What follows belongs to an exercise in optimizing a design on an open flow for small area; a production flow would make more cautious choices. Power figures rest on the tool's default switching activity, not on a simulated workload.

==> flow/design.v <==
module NewdephaseV1(
    input               sys_clk,
    input               sys_rstn,
    input               GRI_DATA_Valid,
    input      [15:0]   Cor_Peak_Index,
    input               Cor_Peak_Valid,
    input               GRI_MXY,
    output     [1:0]    phase_out,
    output              phase_valid
);
    localparam [15:0] KM = 16'd9000;    
    wire v = Cor_Peak_Valid;
    reg        g1, g2;
    reg [3:0]  s;
    reg        sv;           
    wire gstart = g1 & ~g2;
    wire idle   = ~(s[0] | s[1] | s[2] | s[3]);
    wire fx     = s[3] & s[1];
    wire fclr   = ~sys_rstn | fx;
    wire t      = idle ? gstart : v;
    wire c1     = t & s[0];
    wire c2     = c1 & s[1];
    wire c3     = c2 & s[2];
    wire jump   = s[3] & ~s[1] & ~s[0] & v & GRI_MXY;    
    wire cap    = ~s[3] & ~s[2] & ~s[1] & s[0] & v;
    wire pkv    = v & (s[3] ? ~s[1] : (s[2] | s[1]));
    wire is_fxs = fx & s[0];
    wire is_fxm = fx & ~s[0];
    always @(posedge sys_clk) begin
        g1   <= sys_rstn & GRI_DATA_Valid;
        g2   <= g1;
        sv   <= sys_rstn & fx;
        s[0] <= ~fclr & (s[0] ^ t);
        s[1] <= ~fclr & ((s[1] ^ c1) | jump);
        s[2] <= ~fclr & (s[2] ^ c2);
        s[3] <= ~fclr & (s[3] ^ c3);
    end
    reg [15:0] std;
    reg [15:0] acc;
    wire [15:0] b = ({16{pkv}} & ~Cor_Peak_Index)
                  | ({16{is_fxs}} & ~std)
                  | ({16{is_fxm}} & KM);
    wire [16:1] c;
    wire [15:0] sum;
    dph_ha u_ha (.a(acc[0]), .b(b[0]), .s(sum[0]), .co(c[1]));
    genvar i;
    generate for (i = 1; i < 16; i = i + 1) begin : g_add
        dph_fa u_fa (.a(acc[i]), .b(b[i]), .ci(c[i]), .s(sum[i]), .co(c[i+1]));
    end endgenerate
    always @(posedge sys_clk) begin
        if (cap) begin
            std <= Cor_Peak_Index;
            acc <= {Cor_Peak_Index[12:0], 3'b000};
        end else begin
            acc <= sum;
        end
    end
    wire hi  = (acc[15:6] == 10'b1001001010) & ~acc[4];
    wire pos = hi & ~acc[5] & (acc[3:0] != 4'd0) & (acc[3:0] <= 4'd12);
    wire neg = hi &  acc[5] & (acc[3] | acc[2]);
    reg [3:0] cnt;
    reg [4:0] dif;           
    reg       po;            
    wire dec  = cnt[3] & cnt[1];
    wire c9   = cnt[3] & cnt[0];
    wire inc  = sv | c9;
    wire vclr = ~sys_rstn | dec;
    wire up   = sv & pos;
    wire dn   = sv & neg;
    wire [4:0] tg;
    assign tg[0] = up | dn;
    assign tg[1] = tg[0] & (dif[0] ^ dn);
    assign tg[2] = tg[1] & (dif[1] ^ dn);
    assign tg[3] = tg[2] & (dif[2] ^ dn);
    assign tg[4] = tg[3] & (dif[3] ^ dn);
    always @(posedge sys_clk) begin
        cnt[0] <= ~vclr & (cnt[0] ^ inc);
        cnt[1] <= ~vclr & (cnt[1] ^ (inc & cnt[0]));
        cnt[2] <= ~vclr & (cnt[2] ^ (inc & cnt[0] & cnt[1]));
        cnt[3] <= ~vclr & (cnt[3] ^ (inc & cnt[0] & cnt[1] & cnt[2]));
        dif    <= {5{vclr}} | (dif ^ tg);
        po     <= ~sys_rstn | (dec ? ~dif[4] : po);
    end
    assign phase_valid = dec;
    assign phase_out   = {po, ~po};
endmodule
module dph_fa(input a, input b, input ci, output s, output co);
    assign s  = a ^ b ^ ci;
    assign co = (a & b) | (a & ci) | (b & ci);
endmodule
module dph_ha(input a, input b, output s, output co);
    assign s  = a ^ b;
    assign co = a & b;
endmodule
export LEC_CHECK = 0
export CAP_MARGIN = 20
export CORE_MARGIN = 2
export CORE_UTILIZATION = 40
export SLEW_MARGIN = 20
export SYNTH_HIERARCHICAL = 1
export SYNTH_MINIMUM_KEEP_SIZE = 0
create_clock -name core_clock -period 10.0 [get_ports {sys_clk}]
standard.sh (not shown) runs the stock make flow with config.mk's settings and CLKGATE_MAP_FILE= SYNTH_SCRIPT=/design/flow/synth_recipe.tcl, a recipe that flattens the netlist after the stock synthesis.
==> flow/flow/run.sh <==
#!/bin/bash
export BUFFER_PORTS_ARGS="-buffer_cell sky130_fd_sc_hd__buf_1"
export CTS_ARGS="-sink_clustering_enable -repair_clock_nets -buf_list sky130_fd_sc_hd__clkbuf_8 -sink_clustering_size 50 -sink_clustering_max_diameter 300 -dont_use_dummy_load"
bash standard.sh > standard.log 2>&1
Next try:
==> flow/run.sh (new file) <==
#!/bin/bash
# synth_recipe.tcl (not shown) runs the flow's synth.tcl, then flattens the netlist and writes it again
# the make line also repeats each setting of config.mk as NAME=value (left out here)
make -C /OpenROAD-flow-scripts/flow DESIGN_CONFIG=/design/flow/config.mk WORK_HOME=/design/flow/orfs CLKGATE_MAP_FILE= SYNTH_SCRIPT=/design/flow/synth_recipe.tcl finish
removed: flow/flow/run.sh
removed: flow/standard.sh
The changed run produced a clean layout.
Via count grows by a few percent.
Combinational power grows by a little under a tenth.
Clock-buffer cell count grows by 1.
Critical path depth shrinks by 1.
Cell count grows slightly.
Fmax shrinks by a few percent.
Register-to-register slack is better by 40 ps.
Utilization grows by 3.0 points.
Flip-flop and latch count stays the same.
Die area is unchanged.
Total power grows by a few percent.
No run of this note included a check of the RTL's function; only the layout flow was run.

==> static timing again, ports no longer ideal <==
Ports are ideal in the flow. The routed layouts listed here were re-timed in OpenROAD.
Step 1, drivers: a clkbuf_16 drives sys_clk and a buf_2 each remaining input, both assumed.
Step 2 adds t to the input delays and takes it off the output delays; t is the mean of the earliest and latest rising clock arrival at the registers after step 1. Input paths then give back, and output paths get back, about the clock's delay inside the block.
Three values: ideal ports, drivers, drivers and shift; two values: the first two.
| run | shift t [ns] | setup slack, ns | latest minus earliest clock arrival (ns) |
|---|---|---|---|
| the first run | 0.317 | 1.302 / 1.308 / 0.992 | 0.014 / 0.015 |
| the second run | 0.325 | 0.998 / 0.993 / 0.668 | 0.003 / 0.003 |
After both steps setup and hold are still met in every run listed. For the second run, which loses most, drivers alone change the setup slack by -0.005 ns; drivers and shift together by -0.330 ns.
